This design comes from an exercise in tuning for small area and a short achievable clock period on the open sky130 flow, not from production work.
Function was not checked in any run shown here: the RTL went through the layout flow alone.
No driver is modelled on the clock port, so clocking that relies on it looks cheaper here than on a real chip.

**config.mk**
```make
export PLATFORM = sky130hd
export DESIGN_NAME = single_kernel
export DESIGN_NICKNAME = single_kernel
export VERILOG_FILES = /design/flow/design.v
export SDC_FILE = /design/flow/constraint.sdc
export NUM_CORES = 8
export LEC_CHECK = 0
export CAP_MARGIN = 20
export CORE_MARGIN = 2
export CORE_UTILIZATION = 60
export SETUP_SLACK_MARGIN = 5
export SLEW_MARGIN = 20
export SYNTH_HIERARCHICAL = 1
export SYNTH_MINIMUM_KEEP_SIZE = 0
```
**constraint.sdc**
```tcl
create_clock -name core_clock -period 11.0 [get_ports {clk}]
set_input_delay 2.2000 -clock core_clock [delete_from_list [all_inputs] [get_ports {clk}]]
set_output_delay 2.2000 -clock core_clock [all_outputs]
set_load 0.01 [all_outputs]
```
**design.v**
```verilog
module mac_fa (input a, input b, input c, output s, output co);
  assign s  = a ^ b ^ c;
  assign co = (a & b) | (a & c) | (b & c);
endmodule
module mac_pe (
  input             clk,
  input             finish,
  input      [15:0] i_up,
  input      [15:0] i_left,
  output reg [15:0] o_down,
  output reg [15:0] o_right,
  output reg [15:0] o_result
);
  reg  [15:0] acc_n;      
  wire [15:0] pp_n [0:15];
  genvar gi, gj;
  generate for (gi = 0; gi < 16; gi = gi + 1) begin : ppi
    for (gj = 0; gj < 16; gj = gj + 1) begin : ppj
      assign pp_n[gi][gj] = ~(o_down[gi] & o_right[gj]);
    end
  end endgenerate
  wire s23913, c23914;
  mac_fa us23913 (pp_n[0][2], pp_n[1][1], pp_n[2][0], s23913, c23914);
  wire s23915, c23916;
  mac_fa us23915 (pp_n[0][3], pp_n[1][2], pp_n[2][1], s23915, c23916);
  wire s23917, c23918;
  mac_fa us23917 (pp_n[3][0], c23914, 1'b1, s23917, c23918);
  wire s23919, c23920;
  mac_fa us23919 (pp_n[0][4], pp_n[1][3], pp_n[2][2], s23919, c23920);
  wire s23921, c23922;
  mac_fa us23921 (pp_n[3][1], pp_n[4][0], c23916, s23921, c23922);
  wire s23923, c23924;
  mac_fa us23923 (s23919, c23918, 1'b1, s23923, c23924);
  wire s23925, c23926;
  mac_fa us23925 (pp_n[0][5], pp_n[1][4], pp_n[2][3], s23925, c23926);
  wire s23927, c23928;
  mac_fa us23927 (pp_n[3][2], pp_n[4][1], pp_n[5][0], s23927, c23928);
  wire s23929, c23930;
  mac_fa us23929 (c23920, s23925, s23927, s23929, c23930);
  wire s23931, c23932;
  mac_fa us23931 (c23922, s23929, 1'b1, s23931, c23932);
  wire s23933, c23934;
  mac_fa us23933 (pp_n[0][6], pp_n[1][5], pp_n[2][4], s23933, c23934);
  wire s23935, c23936;
  mac_fa us23935 (pp_n[3][3], pp_n[4][2], pp_n[5][1], s23935, c23936);
  wire s23937, c23938;
  mac_fa us23937 (pp_n[6][0], c23926, c23928, s23937, c23938);
  wire s23939, c23940;
  mac_fa us23939 (s23933, s23935, c23930, s23939, c23940);
  wire s23941, c23942;
  mac_fa us23941 (s23937, s23939, c23932, s23941, c23942);
  wire s23943, c23944;
  mac_fa us23943 (pp_n[0][7], pp_n[1][6], pp_n[2][5], s23943, c23944);
  wire s23945, c23946;
  mac_fa us23945 (pp_n[3][4], pp_n[4][3], pp_n[5][2], s23945, c23946);
  wire s23947, c23948;
  mac_fa us23947 (pp_n[6][1], pp_n[7][0], c23934, s23947, c23948);
  wire s23949, c23950;
  mac_fa us23949 (c23936, s23943, s23945, s23949, c23950);
  wire s23951, c23952;
  mac_fa us23951 (c23938, s23947, s23949, s23951, c23952);
  wire s23953, c23954;
  mac_fa us23953 (c23940, s23951, 1'b1, s23953, c23954);
  wire s23955, c23956;
  mac_fa us23955 (pp_n[0][8], pp_n[1][7], pp_n[2][6], s23955, c23956);
  wire s23957, c23958;
  mac_fa us23957 (pp_n[3][5], pp_n[4][4], pp_n[5][3], s23957, c23958);
  wire s23959, c23960;
  mac_fa us23959 (pp_n[6][2], pp_n[7][1], pp_n[8][0], s23959, c23960);
  wire s23961, c23962;
  mac_fa us23961 (c23944, c23946, s23955, s23961, c23962);
  wire s23963, c23964;
  mac_fa us23963 (s23957, s23959, c23948, s23963, c23964);
  wire s23965, c23966;
  mac_fa us23965 (c23950, acc_n[0], s23961, s23965, c23966);
  wire s23967, c23968;
  mac_fa us23967 (s23963, c23952, s23965, s23967, c23968);
  wire s23969, c23970;
  mac_fa us23969 (pp_n[0][9], pp_n[1][8], pp_n[2][7], s23969, c23970);
  wire s23971, c23972;
  mac_fa us23971 (pp_n[3][6], pp_n[4][5], pp_n[5][4], s23971, c23972);
  wire s23973, c23974;
  mac_fa us23973 (pp_n[6][3], pp_n[7][2], pp_n[8][1], s23973, c23974);
  wire s23975, c23976;
  mac_fa us23975 (pp_n[9][0], c23956, c23958, s23975, c23976);
  wire s23977, c23978;
  mac_fa us23977 (c23960, s23969, s23971, s23977, c23978);
  wire s23979, c23980;
  mac_fa us23979 (s23973, c23962, s23975, s23979, c23980);
  wire s23981, c23982;
  mac_fa us23981 (acc_n[1], s23977, c23964, s23981, c23982);
  wire s23983, c23984;
  mac_fa us23983 (c23966, s23979, s23981, s23983, c23984);
  wire s23985, c23986;
  mac_fa us23985 (pp_n[0][10], pp_n[1][9], pp_n[2][8], s23985, c23986);
  wire s23987, c23988;
  mac_fa us23987 (pp_n[3][7], pp_n[4][6], pp_n[5][5], s23987, c23988);
  wire s23989, c23990;
  mac_fa us23989 (pp_n[6][4], pp_n[7][3], pp_n[8][2], s23989, c23990);
  wire s23991, c23992;
  mac_fa us23991 (pp_n[9][1], pp_n[10][0], c23970, s23991, c23992);
  wire s23993, c23994;
  mac_fa us23993 (c23972, c23974, s23985, s23993, c23994);
  wire s23995, c23996;
  mac_fa us23995 (s23987, s23989, c23976, s23995, c23996);
  wire s23997, c23998;
  mac_fa us23997 (s23991, c23978, acc_n[2], s23997, c23998);
  wire s23999, c24000;
  mac_fa us23999 (s23993, c23980, s23995, s23999, c24000);
  wire s24001, c24002;
  mac_fa us24001 (s23997, c23982, s23999, s24001, c24002);
  wire s24003, c24004;
  mac_fa us24003 (pp_n[0][11], pp_n[1][10], pp_n[2][9], s24003, c24004);
  wire s24005, c24006;
  mac_fa us24005 (pp_n[3][8], pp_n[4][7], pp_n[5][6], s24005, c24006);
  wire s24007, c24008;
  mac_fa us24007 (pp_n[6][5], pp_n[7][4], pp_n[8][3], s24007, c24008);
  wire s24009, c24010;
  mac_fa us24009 (pp_n[9][2], pp_n[10][1], pp_n[11][0], s24009, c24010);
  wire s24011, c24012;
  mac_fa us24011 (c23986, c23988, c23990, s24011, c24012);
  wire s24013, c24014;
  mac_fa us24013 (s24003, s24005, s24007, s24013, c24014);
  wire s24015, c24016;
  mac_fa us24015 (s24009, c23992, c23994, s24015, c24016);
  wire s24017, c24018;
  mac_fa us24017 (acc_n[3], s24011, s24013, s24017, c24018);
  wire s24019, c24020;
  mac_fa us24019 (c23996, c23998, s24015, s24019, c24020);
  wire s24021, c24022;
  mac_fa us24021 (s24017, c24000, s24019, s24021, c24022);
  wire s24023, c24024;
  mac_fa us24023 (pp_n[0][12], pp_n[1][11], pp_n[2][10], s24023, c24024);
  wire s24025, c24026;
  mac_fa us24025 (pp_n[3][9], pp_n[4][8], pp_n[5][7], s24025, c24026);
  wire s24027, c24028;
  mac_fa us24027 (pp_n[6][6], pp_n[7][5], pp_n[8][4], s24027, c24028);
  wire s24029, c24030;
  mac_fa us24029 (pp_n[9][3], pp_n[10][2], pp_n[11][1], s24029, c24030);
  wire s24031, c24032;
  mac_fa us24031 (pp_n[12][0], c24004, c24006, s24031, c24032);
  wire s24033, c24034;
  mac_fa us24033 (c24008, c24010, s24023, s24033, c24034);
  wire s24035, c24036;
  mac_fa us24035 (s24025, s24027, s24029, s24035, c24036);
  wire s24037, c24038;
  mac_fa us24037 (c24012, s24031, acc_n[4], s24037, c24038);
  wire s24039, c24040;
  mac_fa us24039 (c24014, s24033, s24035, s24039, c24040);
  wire s24041, c24042;
  mac_fa us24041 (c24016, s24037, c24018, s24041, c24042);
  wire s24043, c24044;
  mac_fa us24043 (s24039, c24020, s24041, s24043, c24044);
  wire s24045, c24046;
  mac_fa us24045 (pp_n[0][13], pp_n[1][12], pp_n[2][11], s24045, c24046);
  wire s24047, c24048;
  mac_fa us24047 (pp_n[3][10], pp_n[4][9], pp_n[5][8], s24047, c24048);
  wire s24049, c24050;
  mac_fa us24049 (pp_n[6][7], pp_n[7][6], pp_n[8][5], s24049, c24050);
  wire s24051, c24052;
  mac_fa us24051 (pp_n[9][4], pp_n[10][3], pp_n[11][2], s24051, c24052);
  wire s24053, c24054;
  mac_fa us24053 (pp_n[12][1], pp_n[13][0], c24024, s24053, c24054);
  wire s24055, c24056;
  mac_fa us24055 (c24026, c24028, c24030, s24055, c24056);
  wire s24057, c24058;
  mac_fa us24057 (s24045, s24047, s24049, s24057, c24058);
  wire s24059, c24060;
  mac_fa us24059 (s24051, c24032, c24034, s24059, c24060);
  wire s24061, c24062;
  mac_fa us24061 (s24053, acc_n[5], c24036, s24061, c24062);
  wire s24063, c24064;
  mac_fa us24063 (s24055, s24057, c24038, s24063, c24064);
  wire s24065, c24066;
  mac_fa us24065 (s24059, c24040, s24061, s24065, c24066);
  wire s24067, c24068;
  mac_fa us24067 (s24063, c24042, s24065, s24067, c24068);
  wire s24069, c24070;
  mac_fa us24069 (pp_n[0][14], pp_n[1][13], pp_n[2][12], s24069, c24070);
  wire s24071, c24072;
  mac_fa us24071 (pp_n[3][11], pp_n[4][10], pp_n[5][9], s24071, c24072);
  wire s24073, c24074;
  mac_fa us24073 (pp_n[6][8], pp_n[7][7], pp_n[8][6], s24073, c24074);
  wire s24075, c24076;
  mac_fa us24075 (pp_n[9][5], pp_n[10][4], pp_n[11][3], s24075, c24076);
  wire s24077, c24078;
  mac_fa us24077 (pp_n[12][2], pp_n[13][1], pp_n[14][0], s24077, c24078);
  wire s24079, c24080;
  mac_fa us24079 (c24046, c24048, c24050, s24079, c24080);
  wire s24081, c24082;
  mac_fa us24081 (c24052, s24069, s24071, s24081, c24082);
  wire s24083, c24084;
  mac_fa us24083 (s24073, s24075, s24077, s24083, c24084);
  wire s24085, c24086;
  mac_fa us24085 (c24054, c24056, acc_n[6], s24085, c24086);
  wire s24087, c24088;
  mac_fa us24087 (c24058, s24079, s24081, s24087, c24088);
  wire s24089, c24090;
  mac_fa us24089 (s24083, c24060, c24062, s24089, c24090);
  wire s24091, c24092;
  mac_fa us24091 (s24085, s24087, c24064, s24091, c24092);
  wire s24093, c24094;
  mac_fa us24093 (c24066, s24089, s24091, s24093, c24094);
  wire s24095, c24096;
  mac_fa us24095 (pp_n[0][15], pp_n[1][14], pp_n[2][13], s24095, c24096);
  wire s24097, c24098;
  mac_fa us24097 (pp_n[3][12], pp_n[4][11], pp_n[5][10], s24097, c24098);
  wire s24099, c24100;
  mac_fa us24099 (pp_n[6][9], pp_n[7][8], pp_n[8][7], s24099, c24100);
  wire s24101, c24102;
  mac_fa us24101 (pp_n[9][6], pp_n[10][5], pp_n[11][4], s24101, c24102);
  wire s24103, c24104;
  mac_fa us24103 (pp_n[12][3], pp_n[13][2], pp_n[14][1], s24103, c24104);
  wire s24105, c24106;
  mac_fa us24105 (pp_n[15][0], c24070, c24072, s24105, c24106);
  wire s24107, c24108;
  mac_fa us24107 (c24074, c24076, c24078, s24107, c24108);
  wire s24109, c24110;
  mac_fa us24109 (s24095, s24097, s24099, s24109, c24110);
  wire s24111, c24112;
  mac_fa us24111 (s24101, s24103, c24080, s24111, c24112);
  wire s24113, c24114;
  mac_fa us24113 (c24082, s24105, acc_n[7], s24113, c24114);
  wire s24115, c24116;
  mac_fa us24115 (c24084, s24107, s24109, s24115, c24116);
  wire s24117, c24118;
  mac_fa us24117 (c24086, s24111, c24088, s24117, c24118);
  wire s24119, c24120;
  mac_fa us24119 (s24113, s24115, c24090, s24119, c24120);
  wire s24121, c24122;
  mac_fa us24121 (s24117, c24092, s24119, s24121, c24122);
  wire s24123, c24124;
  mac_fa us24123 (pp_n[1][15], pp_n[2][14], pp_n[3][13], s24123, c24124);
  wire s24125, c24126;
  mac_fa us24125 (pp_n[4][12], pp_n[5][11], pp_n[6][10], s24125, c24126);
  wire s24127, c24128;
  mac_fa us24127 (pp_n[7][9], pp_n[8][8], pp_n[9][7], s24127, c24128);
  wire s24129, c24130;
  mac_fa us24129 (pp_n[10][6], pp_n[11][5], pp_n[12][4], s24129, c24130);
  wire s24131, c24132;
  mac_fa us24131 (pp_n[13][3], pp_n[14][2], pp_n[15][1], s24131, c24132);
  wire s24133, c24134;
  mac_fa us24133 (c24096, c24098, c24100, s24133, c24134);
  wire s24135, c24136;
  mac_fa us24135 (c24102, c24104, s24123, s24135, c24136);
  wire s24137, c24138;
  mac_fa us24137 (s24125, s24127, s24129, s24137, c24138);
  wire s24139, c24140;
  mac_fa us24139 (s24131, c24106, c24108, s24139, c24140);
  wire s24141, c24142;
  mac_fa us24141 (acc_n[8], c24110, s24133, s24141, c24142);
  wire s24143, c24144;
  mac_fa us24143 (s24135, s24137, c24112, s24143, c24144);
  wire s24145, c24146;
  mac_fa us24145 (s24139, c24114, c24116, s24145, c24146);
  wire s24147, c24148;
  mac_fa us24147 (s24141, s24143, c24118, s24147, c24148);
  wire s24149, c24150;
  mac_fa us24149 (s24145, c24120, s24147, s24149, c24150);
  wire s24151, c24152;
  mac_fa us24151 (pp_n[2][15], pp_n[3][14], pp_n[4][13], s24151, c24152);
  wire s24153, c24154;
  mac_fa us24153 (pp_n[5][12], pp_n[6][11], pp_n[7][10], s24153, c24154);
  wire s24155, c24156;
  mac_fa us24155 (pp_n[8][9], pp_n[9][8], pp_n[10][7], s24155, c24156);
  wire s24157, c24158;
  mac_fa us24157 (pp_n[11][6], pp_n[12][5], pp_n[13][4], s24157, c24158);
  wire s24159, c24160;
  mac_fa us24159 (pp_n[14][3], pp_n[15][2], c24124, s24159, c24160);
  wire s24161, c24162;
  mac_fa us24161 (c24126, c24128, c24130, s24161, c24162);
  wire s24163, c24164;
  mac_fa us24163 (c24132, s24151, s24153, s24163, c24164);
  wire s24165, c24166;
  mac_fa us24165 (s24155, s24157, c24134, s24165, c24166);
  wire s24167, c24168;
  mac_fa us24167 (c24136, s24159, acc_n[9], s24167, c24168);
  wire s24169, c24170;
  mac_fa us24169 (c24138, s24161, s24163, s24169, c24170);
  wire s24171, c24172;
  mac_fa us24171 (c24140, s24165, c24142, s24171, c24172);
  wire s24173, c24174;
  mac_fa us24173 (s24167, s24169, c24144, s24173, c24174);
  wire s24175, c24176;
  mac_fa us24175 (c24146, s24171, s24173, s24175, c24176);
  wire s24177, c24178;
  mac_fa us24177 (c24148, s24175, 1'b1, s24177, c24178);
  wire s24179, c24180;
  mac_fa us24179 (pp_n[3][15], pp_n[4][14], pp_n[5][13], s24179, c24180);
  wire s24181, c24182;
  mac_fa us24181 (pp_n[6][12], pp_n[7][11], pp_n[8][10], s24181, c24182);
  wire s24183, c24184;
  mac_fa us24183 (pp_n[9][9], pp_n[10][8], pp_n[11][7], s24183, c24184);
  wire s24185, c24186;
  mac_fa us24185 (pp_n[12][6], pp_n[13][5], pp_n[14][4], s24185, c24186);
  wire s24187, c24188;
  mac_fa us24187 (pp_n[15][3], c24152, c24154, s24187, c24188);
  wire s24189, c24190;
  mac_fa us24189 (c24156, c24158, s24179, s24189, c24190);
  wire s24191, c24192;
  mac_fa us24191 (s24181, s24183, s24185, s24191, c24192);
  wire s24193, c24194;
  mac_fa us24193 (c24160, c24162, c24164, s24193, c24194);
  wire s24195, c24196;
  mac_fa us24195 (s24187, acc_n[10], s24189, s24195, c24196);
  wire s24197, c24198;
  mac_fa us24197 (s24191, c24166, c24168, s24197, c24198);
  wire s24199, c24200;
  mac_fa us24199 (c24170, s24193, s24195, s24199, c24200);
  wire s24201, c24202;
  mac_fa us24201 (c24172, s24197, c24174, s24201, c24202);
  wire s24203, c24204;
  mac_fa us24203 (s24199, c24176, s24201, s24203, c24204);
  wire s24205, c24206;
  mac_fa us24205 (pp_n[4][15], pp_n[5][14], pp_n[6][13], s24205, c24206);
  wire s24207, c24208;
  mac_fa us24207 (pp_n[7][12], pp_n[8][11], pp_n[9][10], s24207, c24208);
  wire s24209, c24210;
  mac_fa us24209 (pp_n[10][9], pp_n[11][8], pp_n[12][7], s24209, c24210);
  wire s24211, c24212;
  mac_fa us24211 (pp_n[13][6], pp_n[14][5], pp_n[15][4], s24211, c24212);
  wire s24213, c24214;
  mac_fa us24213 (c24180, c24182, c24184, s24213, c24214);
  wire s24215, c24216;
  mac_fa us24215 (c24186, s24205, s24207, s24215, c24216);
  wire s24217, c24218;
  mac_fa us24217 (s24209, s24211, c24188, s24217, c24218);
  wire s24219, c24220;
  mac_fa us24219 (c24190, acc_n[11], c24192, s24219, c24220);
  wire s24221, c24222;
  mac_fa us24221 (s24213, s24215, c24194, s24221, c24222);
  wire s24223, c24224;
  mac_fa us24223 (s24217, c24196, s24219, s24223, c24224);
  wire s24225, c24226;
  mac_fa us24225 (c24198, s24221, c24200, s24225, c24226);
  wire s24227, c24228;
  mac_fa us24227 (s24223, c24202, s24225, s24227, c24228);
  wire s24229, c24230;
  mac_fa us24229 (pp_n[5][15], pp_n[6][14], pp_n[7][13], s24229, c24230);
  wire s24231, c24232;
  mac_fa us24231 (pp_n[8][12], pp_n[9][11], pp_n[10][10], s24231, c24232);
  wire s24233, c24234;
  mac_fa us24233 (pp_n[11][9], pp_n[12][8], pp_n[13][7], s24233, c24234);
  wire s24235, c24236;
  mac_fa us24235 (pp_n[14][6], pp_n[15][5], c24206, s24235, c24236);
  wire s24237, c24238;
  mac_fa us24237 (c24208, c24210, c24212, s24237, c24238);
  wire s24239, c24240;
  mac_fa us24239 (s24229, s24231, s24233, s24239, c24240);
  wire s24241, c24242;
  mac_fa us24241 (c24214, s24235, c24216, s24241, c24242);
  wire s24243, c24244;
  mac_fa us24243 (acc_n[12], s24237, s24239, s24243, c24244);
  wire s24245, c24246;
  mac_fa us24245 (c24218, c24220, s24241, s24245, c24246);
  wire s24247, c24248;
  mac_fa us24247 (s24243, c24222, c24224, s24247, c24248);
  wire s24249, c24250;
  mac_fa us24249 (s24245, c24226, s24247, s24249, c24250);
  wire s24251, c24252;
  mac_fa us24251 (pp_n[6][15], pp_n[7][14], pp_n[8][13], s24251, c24252);
  wire s24253, c24254;
  mac_fa us24253 (pp_n[9][12], pp_n[10][11], pp_n[11][10], s24253, c24254);
  wire s24255, c24256;
  mac_fa us24255 (pp_n[12][9], pp_n[13][8], pp_n[14][7], s24255, c24256);
  wire s24257, c24258;
  mac_fa us24257 (pp_n[15][6], c24230, c24232, s24257, c24258);
  wire s24259, c24260;
  mac_fa us24259 (c24234, s24251, s24253, s24259, c24260);
  wire s24261, c24262;
  mac_fa us24261 (s24255, c24236, c24238, s24261, c24262);
  wire s24263, c24264;
  mac_fa us24263 (s24257, acc_n[13], c24240, s24263, c24264);
  wire s24265, c24266;
  mac_fa us24265 (s24259, c24242, s24261, s24265, c24266);
  wire s24267, c24268;
  mac_fa us24267 (c24244, s24263, c24246, s24267, c24268);
  wire s24269, c24270;
  mac_fa us24269 (s24265, c24248, s24267, s24269, c24270);
  wire s24271, c24272;
  mac_fa us24271 (pp_n[7][15], pp_n[8][14], pp_n[9][13], s24271, c24272);
  wire s24273, c24274;
  mac_fa us24273 (pp_n[10][12], pp_n[11][11], pp_n[12][10], s24273, c24274);
  wire s24275, c24276;
  mac_fa us24275 (pp_n[13][9], pp_n[14][8], pp_n[15][7], s24275, c24276);
  wire s24277, c24278;
  mac_fa us24277 (c24252, c24254, c24256, s24277, c24278);
  wire s24279, c24280;
  mac_fa us24279 (s24271, s24273, s24275, s24279, c24280);
  wire s24281, c24282;
  mac_fa us24281 (c24258, c24260, acc_n[14], s24281, c24282);
  wire s24283, c24284;
  mac_fa us24283 (s24277, s24279, c24262, s24283, c24284);
  wire s24285, c24286;
  mac_fa us24285 (c24264, s24281, c24266, s24285, c24286);
  wire s24287, c24288;
  mac_fa us24287 (s24283, c24268, s24285, s24287, c24288);
  wire s24289, c24290;
  mac_fa us24289 (pp_n[8][15], pp_n[9][14], pp_n[10][13], s24289, c24290);
  wire s24291, c24292;
  mac_fa us24291 (pp_n[11][12], pp_n[12][11], pp_n[13][10], s24291, c24292);
  wire s24293, c24294;
  mac_fa us24293 (pp_n[14][9], pp_n[15][8], c24272, s24293, c24294);
  wire s24295, c24296;
  mac_fa us24295 (c24274, c24276, s24289, s24295, c24296);
  wire s24297, c24298;
  mac_fa us24297 (s24291, c24278, s24293, s24297, c24298);
  wire s24299, c24300;
  mac_fa us24299 (acc_n[15], c24280, s24295, s24299, c24300);
  wire s24301, c24302;
  mac_fa us24301 (c24282, s24297, s24299, s24301, c24302);
  wire s24303, c24304;
  mac_fa us24303 (c24284, s24301, c24286, s24303, c24304);
  wire [23:0] row_x_n = {s24303, c24270, c24250, c24228, s24227, s24203, c24150, c24122, c24094, c24068, c24044, c24022, c24002, c23984, c23968, c23954, c23942, s23941, c23924, s23921, s23915, s23913, pp_n[0][1], pp_n[0][0]};
  wire [23:0] row_y_n = {c24288, s24287, s24269, s24249, c24204, c24178, s24177, s24149, s24121, s24093, s24067, s24043, s24021, s24001, s23983, s23967, s23953, 1'b1, s23931, s23923, s23917, 1'b1, pp_n[1][0], 1'b1};
  wire [23:0] sum_n = row_x_n + row_y_n + 1'b1;
  wire [15:0] total_n = sum_n[23:8];
  always @(posedge clk) begin
    o_down   <= i_up;
    o_right  <= i_left;
    o_result <= finish ? ~total_n : o_result;
    acc_n    <= finish ? 16'hffff : total_n;
  end
endmodule
module single_kernel #(
  parameter SIZE = 8,
  parameter DATA_WIDTH = 16
) (
  input clk,
  input [SIZE*SIZE-1:0] finish,
  input [SIZE*DATA_WIDTH-1:0] in_up,
  input [SIZE*DATA_WIDTH-1:0] in_left,
  output [SIZE*DATA_WIDTH-1:0] pass_down,
  output [SIZE*DATA_WIDTH-1:0] pass_right,
  output [SIZE*SIZE*DATA_WIDTH-1:0] out_matrix,
  output [SIZE*DATA_WIDTH-1:0] out_diagonal
);
  wire [SIZE*SIZE*16-1:0] d, r;
  genvar i, j;
  generate
    for (i = 0; i < SIZE; i = i + 1) begin : row
      for (j = 0; j < SIZE; j = j + 1) begin : col
        mac_pe pe (
          .clk     (clk),
          .finish  (finish[i*SIZE + j]),
          .i_up    (i == SIZE-1 ? in_up  [16*j +: 16] : d[16*((i+1)*SIZE + j) +: 16]),
          .i_left  (j == SIZE-1 ? in_left[16*i +: 16] : r[16*(i*SIZE + j + 1) +: 16]),
          .o_down  (d[16*(i*SIZE + j) +: 16]),
          .o_right (r[16*(i*SIZE + j) +: 16]),
          .o_result(out_matrix[16*(i*SIZE + j) +: 16]));
      end
      assign pass_down   [16*i +: 16] = d[16*i +: 16];
      assign pass_right  [16*i +: 16] = r[16*(i*SIZE) +: 16];
      assign out_diagonal[16*i +: 16] = out_matrix[16*(i*SIZE + i) +: 16];
    end
  endgenerate
endmodule
```
**flow/run.sh**
```bash
#!/bin/bash
# Own layout flow: the standard synthesis and layout, with
#  - the clock split into two branches before clock tree synthesis
#    (flow/pre_cts.tcl): the accumulator and result registers are clocked
#    later than the operand registers that feed them;
#  - port buffers of a faster cell than the default.
# Each step's full output goes to a log of its own in this folder.
set -euo pipefail
here=$(pwd)
bash standard.sh synth > log_synth.txt 2>&1
bash standard.sh \
  PRE_CTS_TCL="$here/flow/pre_cts.tcl" \
  OP_CHAIN="sky130_fd_sc_hd__clkbuf_4" \
  SKEW_CHAIN="sky130_fd_sc_hd__clkdlybuf4s50_1,sky130_fd_sc_hd__clkdlybuf4s50_1,sky130_fd_sc_hd__clkbuf_4" \
  CTS_ARGS="-sink_clustering_enable -repair_clock_nets -no_insertion_delay -clk_nets {clk_op clk_late}" \
  BUFFER_PORTS_ARGS="-buffer_cell sky130_fd_sc_hd__buf_2" \
  finish > log_layout.txt 2>&1
```
**flow/pre_cts.tcl**
```tcl
# Before clock tree synthesis: split the clock into two branches.
#  - clk_op: the operand registers (o_down, o_right), behind one buffer;
#  - clk_late: the accumulator and result registers (acc_n, o_result),
#    behind a chain of delay buffers (SKEW_CHAIN).
# Clock tree synthesis then builds one tree per branch, so the accumulator
# and result registers are clocked later than the operand registers that
# feed their multiply-add logic: useful skew between registers inside the
# design. Both branches start at the clock port's net.
set block [ord::get_db_block]
set db [ord::get_db]
set clk_net [[$block findBTerm clk] getNet]
# the branch buffers sit inside the core next to the clock pin
set core [$block getCoreArea]
set pin [lindex [[$block findBTerm clk] getBPins] 0]
set pb [$pin getBBox]
set px [expr {([$pb xMin] + [$pb xMax]) / 2}]
set py [expr {([$pb yMin] + [$pb yMax]) / 2}]
set cx [expr {min(max($px, [$core xMin] + 20000), [$core xMax] - 40000)}]
set cy [expr {min(max($py, [$core yMin] + 20000), [$core yMax] - 20000)}]

proc add_chain {block db from cells name cx cy} {
  set prev $from
  set i 0
  foreach cell $cells {
    set inst [odb::dbInst_create $block [$db findMaster $cell] ${name}_buf_$i]
    if {$i == [llength $cells] - 1} {
      set net [odb::dbNet_create $block $name]
    } else {
      set net [odb::dbNet_create $block ${name}_$i]
    }
    $net setSigType CLOCK
    [$inst findITerm A] connect $prev
    [$inst findITerm X] connect $net
    $inst setLocation [expr {$cx + 4000 * $i}] $cy
    $inst setPlacementStatus PLACED
    set prev $net
    incr i
  }
  return $prev
}

set op_net [add_chain $block $db $clk_net [split $::env(OP_CHAIN) ,] clk_op $cx [expr {$cy - 8000}]]
set late_net [add_chain $block $db $clk_net [split $::env(SKEW_CHAIN) ,] clk_late $cx [expr {$cy + 8000}]]

set n_op 0
set n_late 0
foreach inst [$block getInsts] {
  set it [$inst findITerm CLK]
  if {$it eq "NULL" || [$it getNet] ne $clk_net} { continue }
  $it disconnect
  if {[regexp {\.(acc_n|o_result)\\\[} [$inst getName]]} {
    $it connect $late_net
    incr n_late
  } else {
    $it connect $op_net
    incr n_op
  }
}
puts "clock branches: $n_op registers on clk_op ($::env(OP_CHAIN)), $n_late on clk_late ($::env(SKEW_CHAIN))"
```
**standard.sh**
```bash
#!/bin/bash
# synth_recipe.tcl (not shown) runs the flow's synth.tcl, then flattens the netlist and writes it again
# the make line also repeats each setting of config.mk as NAME=value (left out here)
make -C /OpenROAD-flow-scripts/flow DESIGN_CONFIG=/design/flow/config.mk WORK_HOME=/design/flow/orfs CLKGATE_MAP_FILE= SYNTH_SCRIPT=/design/flow/synth_recipe.tcl "${@:-finish}"
```
==> results of run 1 <==
[how the worst max path moves through the flow]
stage	slack, ns	end	start	depth (start not counted)
detailed placement	4.65	row[1].col[1].pe.o_result[10]	row[1].col[1].pe.o_down[0]	14
global placement	4.72	row[4].col[6].pe.o_result[14]	row[4].col[6].pe.o_down[0]	15
floorplan	5.46	row[0].col[1].pe.o_result[13]	row[0].col[1].pe.o_down[4]	18
[stage by stage]
step | utilization, % | hold WS [ns] | cells
3_5_place_dp | 61.3 | 0.352 | 55600
3_3_place_gp | 61.3 | 0.356 | 55600
2_1_floorplan | - | 0.329 | 46300
[Yosys stat by module (local to each module, per instance)]
module         cells  cell area, µm²
mac_fa             1            20.0
mac_pe           521            3770
single_kernel    128             961
[kinds of logic after synthesis]
kind of cell	after synthesis	synth area share, %
adders and majority gates	13800	54.0
buffers and inverters	3904	3.44
and+or+nand+nor	18300	14.8
xor gates and xnor gates	832	1.48
AOI/OAI and AO/OA	4480	6.43
DFF	4096	18.7
other	64	0.0487
muxes	576	1.17
==> results by group, run 1 <==
Run status
  – Stopped at: 4_1_cts
  – Run status: did not finish
  – First Error: [ERROR RSZ-0060] Max buffer count reached.

Synth
  – Synth cell count leaders: nand2_1, fa_1, dfxtp_1
  – Most numerous cell in the Yosys netlist: nand2_1
  – Number of synthesized flops with an enable pin: a little over 1000
  – Post-Syn Area per Cell: 10.7 µm²
  – Yosys cell types: 55
  – Post-Synthesis Cells: approximately 46000
  – Async S/R FF share, synth: 0%
  – Top_reg_cell synth: dfxtp_1
  – Yosys top cell area share: 50.9%
  – Mapped Area: about 0.49 mm²
  – Area leader, netlist: fa_1
  – Top cells by area, synth: fa_1, dfxtp_1, nand2_1
  – Sequential element share of the synthesized area: a little under a fifth
  – Synthesis-stage register bit count: slightly above 4000
  – Synth Warn #: 7

Floorplanning
  – Die height: 911 µm
  – I/O pin cnt: 1729
  – Die Wd: ~910 µm
  – Initial Util: about three fifths
  – Num rows: around 330

Place
  – Dpl cell area: about 0.5 mm²
  – DP Worst Slack: roughly 4.7 ns
  – Post-detail-place hpwl: between 1000000 and 1500000 µm
  – Port Buffers: about 1700
  – Gpl congestion: about 0.97

Clock tree
  – Post-CTS Setup Repair Bufs: 38
  – Resize count post-CTS: slightly above 600
  – CTS Hold Bufs: between 10000 and 15000
  – Clock sinks: 4096
==> run 2: changes to the inputs <==
==> flow/run.sh (replaced) <==
#!/bin/bash
# Own layout flow: the standard synthesis and layout, with
#  - the clock split into two branches before clock tree synthesis
#    (flow/pre_cts.tcl): the accumulator and result registers are clocked
#    later than the operand registers that feed them;
#  - port buffers of a faster cell than the default;
#  - timing repair aimed at a 4.5 ns period (the clock stays 11 ns).
# Each step's full output goes to a log of its own in this folder.
set -euo pipefail
here=$(pwd)
bash standard.sh synth > log_synth.txt 2>&1
bash standard.sh \
  PRE_CTS_TCL="$here/flow/pre_cts.tcl" \
  ROOT_CHAIN="" \
  OP_CHAIN="sky130_fd_sc_hd__clkbuf_16" \
  SKEW_CHAIN="sky130_fd_sc_hd__clkdlybuf4s50_1,sky130_fd_sc_hd__clkdlybuf4s50_1,sky130_fd_sc_hd__clkbuf_16" \
  CTS_ARGS="-sink_clustering_enable -repair_clock_nets -no_insertion_delay -clk_nets {clk_op clk_late}" \
  BUFFER_PORTS_ARGS="-buffer_cell sky130_fd_sc_hd__buf_2" \
  SETUP_SLACK_MARGIN=6.5 \
  finish > log_layout.txt 2>&1
==> flow/pre_cts.tcl (replaced) <==
# Before clock tree synthesis: split the clock into two branches.
#  - clk_op: the operand registers (o_down, o_right), behind OP_CHAIN;
#  - clk_late: the accumulator and result registers (acc_n, o_result),
#    behind SKEW_CHAIN, a chain of delay buffers.
# Clock tree synthesis then builds one tree per branch, so the accumulator
# and result registers are clocked later than the operand registers that
# feed their multiply-add logic: useful skew between registers inside the
# design. Both branches start in the middle of the core, driven from the
# clock port directly or through ROOT_CHAIN next to the port.
set block [ord::get_db_block]
set db [ord::get_db]
set clk_net [[$block findBTerm clk] getNet]
set core [$block getCoreArea]
set cx [expr {([$core xMin] + [$core xMax]) / 2}]
set cy [expr {([$core yMin] + [$core yMax]) / 2}]
set pin [lindex [[$block findBTerm clk] getBPins] 0]
set pb [$pin getBBox]
set px [expr {min(max(([$pb xMin] + [$pb xMax]) / 2, [$core xMin] + 10000), [$core xMax] - 10000)}]
set py [expr {min(max(([$pb yMin] + [$pb yMax]) / 2, [$core yMin] + 10000), [$core yMax] - 10000)}]

proc add_chain {block db from cells name x y} {
  set prev $from
  set i 0
  foreach cell $cells {
    set inst [odb::dbInst_create $block [$db findMaster $cell] ${name}_buf_$i]
    if {$i == [llength $cells] - 1} {
      set net [odb::dbNet_create $block $name]
    } else {
      set net [odb::dbNet_create $block ${name}_$i]
    }
    $net setSigType CLOCK
    [$inst findITerm A] connect $prev
    [$inst findITerm X] connect $net
    $inst setLocation [expr {$x + 4000 * $i}] $y
    $inst setPlacementStatus PLACED
    set prev $net
    incr i
  }
  return $prev
}

# move every register clock pin off the port's net first
set op_pins {}
set late_pins {}
foreach inst [$block getInsts] {
  set it [$inst findITerm CLK]
  if {$it eq "NULL" || [$it getNet] ne $clk_net} { continue }
  $it disconnect
  if {[regexp {\.(acc_n|o_result)\\\[} [$inst getName]]} {
    lappend late_pins $it
  } else {
    lappend op_pins $it
  }
}
if {$::env(ROOT_CHAIN) eq ""} { set root_net $clk_net } else { set root_net [add_chain $block $db $clk_net [split $::env(ROOT_CHAIN) ,] clk_root $px $py] }
set op_net [add_chain $block $db $root_net [split $::env(OP_CHAIN) ,] clk_op $cx [expr {$cy - 8000}]]
set late_net [add_chain $block $db $root_net [split $::env(SKEW_CHAIN) ,] clk_late $cx [expr {$cy + 8000}]]
foreach it $op_pins { $it connect $op_net }
foreach it $late_pins { $it connect $late_net }
puts "clock branches: [llength $op_pins] registers on clk_op ($::env(OP_CHAIN)), [llength $late_pins] on clk_late ($::env(SKEW_CHAIN))"
==> results by group, run 2 <==
Place
  – Post-detail-place hpwl: about 1200000 µm
  – Gpl congestion: roughly 0.96
  – Dpl cell area: a little over 0.5 mm²
  – Port Buffers: between 1500 and 2000
  – Placed Instances: about 55000
  – DP Worst Slack: 5.00 ns

Synth
  – Synthesis-stage register bit count: just over 4000
  – Yosys cell types: 55
  – Top_reg_cell synth: dfxtp_1
  – Number of synthesized flops with an enable pin: between 1000 and 1500
  – Synth Warn #: 7
  – Post-Synthesis Cells: 46000
  – Top cells by area, synth: fa_1, dfxtp_1, nand2_1
  – Async S/R FF share, synth: 0%
  – Most numerous cell in the Yosys netlist: nand2_1
  – Mapped Area: roughly 0.49 mm²
  – Post-Syn Area per Cell: roughly 11 µm²
  – Sequential element share of the synthesized area: between 10% and 20%
  – Synth cell count leaders: nand2_1, fa_1, dfxtp_1
  – Yosys top cell area share: 50.9%
  – Area leader, netlist: fa_1

Worst setup path
  – Reg2reg end: row[5].col[5].pe.o_result[7]
  – CP max stage cell: edfxtp_1
  – CP startpoint: row[3].col[4].pe.o_result[11]
  – Worst setup SP type: flip-flop
  – Stages on the worst setup path: 1
  – CP Data Arrival Time: between 3 and 4 ns
  – CP max FO: 1
  – Max stage delay on crit path: 0.82 ns
  – Setup CP Type: reg2out
  – Crit path buf inv count: 1
  – Reg-to-reg setup timing slack: around 6.5 ns
  – CP delay by family, top: flip-flops
  – Data required time of the worst path: slightly below 9 ns
  – CP Cell Sequence: buf_2
  – CP Capture Type: primary output
  – Worst r2r src: row[5].col[5].pe.o_right[8]
  – FF-to-FF path depth: 12
  – End point of the critical path: out_matrix[459]

STA
  – Setup TNS Final: 0 ns
  – Peak Freq: 181 MHz
  – Final worst setup slack: roughly 5.5 ns
  – Fin. max-slew vios: 0
  – Final Cycle Share: 50.1%
  – Final Hold Vio Count: 0
  – Final setup fails: 0
  – Final hold slack: ~0.017 ns
  – Post-Route Skew: 1.11 ns
  – Fin crit period: ~5.5 ns
  – RSZ-0062 raised after global routing: yes
  – Slew margin rel.: between 10% and 20%
  – Worst-Margin Slew: approximately 1.3 ns

Min path
  – Hold Path Depth: 5
  – Min-Delay Path Class: reg2reg
  – Critical hold path startpoint: row[7].col[5].pe.o_down[0]

Layout
  – Fraction of layout cells with a size suffix above 1: between 10% and 20%
  – Cell area after layout: 0.545 mm²
  – Most common cell after layout, fill and taps aside: nand2_1
  – Most frequent cells in the layout: nand2_1, fa_1, fa_2, buf_2, dfxtp_1
  – Area Overhead vs Synth: 10.4%
  – Finished Layout Cells: approximately 57000
  – Final-stage net count: around 59000
  – Fin util: approximately 66%

Floorplanning
  – Die Wd: just over 900 µm
  – CORE AREA: ~0.82 mm²
  – Die ar.: a little over 0.8 mm²
  – Die height: 911 µm
  – I/O pin cnt: 1729
  – Num rows: 333
  – Initial Util: between 60% and 70%

Global routing
  – Tot GR Track Use: about two fifths
  – Grt ovf: 0
  – First-pass GRT wire length: between 2000000 and 3000000 µm
  – Initial antenna violation count: 179
  – Number of global-route vias before repair: a little over 400k
  – Pin count of the biggest net entering global routing: 35

Clock tree
  – CTS clock-pin slew for the worst setup and hold paths: 0.06 ns
  – Clock sinks: roughly 4000
  – TritonCTS clock tree: built
  – CTS Hold Bufs: 0
  – Clock latency (worst-skew pair): between 2 and 2.5 ns

Detailed routing
  – First-pass DRT Iterations: 12
  – # DRC: 0
  – Via density: 6.39
  – Post-route antenna net violation count: 0
  – Final WL: 1650000 µm
  – Via count: approximately 360k
  – Starting DRT DRC Count: about 35000
  – WL/cell: approximately 29 µm

Job
  – Max cap viols: 0

Run status
  – Run status: no timing/DRC/antenna violations
-- run 2: cell counts after synthesis --
No cell type changed its count.
-- run 2: Yosys stat by module, one instance, submodules excluded --
| module | cells inside | cell area [µm²] |
|---|---|---|
| single_kernel | 128 | 961 |
| mac_fa | 1 | 20.0 |
| mac_pe | 521 | 3770 |
-- run 2: worst min-delay path by stage --
stage / to / slack [ns]
3_3_place_gp: row[5].col[6].pe.o_down[11] / 0.34
3_5_place_dp: row[5].col[6].pe.o_down[10] / 0.34
6_report: row[7].col[5].pe.acc_n[0] / 0.02
5_1_grt: row[2].col[1].pe.acc_n[0] / 0.05
4_1_cts: row[2].col[3].pe.acc_n[0] / 0.06
2_1_floorplan: row[0].col[0].pe.o_down[15] / 0.33
-- run 2: kinds of logic (layout without fill, tap and decap cells) --
kind of cell,Yosys count,after routing,share of synthesized area (%)
simple gates,18300,18300,14.8
fa+ha+maj,13800,13800,54.0
compound gates,4480,4480,6.43
flops,4096,4096,18.7
buf+inv,3904,3335,3.44
xor+xnor,832,832,1.48
mux,576,576,1.17
other cells,64,422,0.0487
-- run 2: final cells by class, clock buffers not listed --
cell class              count  area (µm²)
inverters                 256         998
well taps               10900       13600
plain buffers               4        70.1
fillers                 61900      276000
diodes                    102         255
flip-flops and latches   4096       97000
clock inverters           349        4160
repair buffers           1989       14100
multi-input cells       38300      398000
-- run 2: repair_timing --
| item | CTS | global route |
|---|---|---|
| setup buffers | 52 | 74 |
| resized for setup | 1697 | 1481 |
| setup endpoints to repair | 1804 | 1674 |
| cloned | 0 | 0 |
-- run 2: routing by layer --
metal  up-vias  GRT usage (%)  share of wire, %
met5         -              0             0.050
met4       124           26.4               7.9
met3      5629           11.8                11
met2     24100           60.9                45
met1    189000           49.9                35
li1     143000              -                 -

what the ideal ports hide:
In the flow no input, the clock included, has a driving cell. The finished layout below was timed again as built, in two steps. Step 1, drivers: a clkbuf_16 drives clk and a buf_2 each remaining input, both assumed. Step 2, shift: input delay + t, output delay - t, t = (earliest + latest rising clock arrival at the registers) / 2. This alone moves slack from input paths to output paths. Three values: ideal ports, drivers, drivers and shift; two values: the first two.
run: run 2
t, ns: 1.864
setup WS [ns]: 5.490 / 5.323 / 6.507
worst setup path after step 2: register to register
clock arrival spread, ns: 1.123 / 1.118
worst data-port slew with drivers (ns): 0.39
Clock arrivals are far apart in run 2, so t is only a midpoint there and step 2 fits no single register. For run 2, drivers alone change the setup slack by -0.167 ns; drivers and shift together by +1.017 ns.
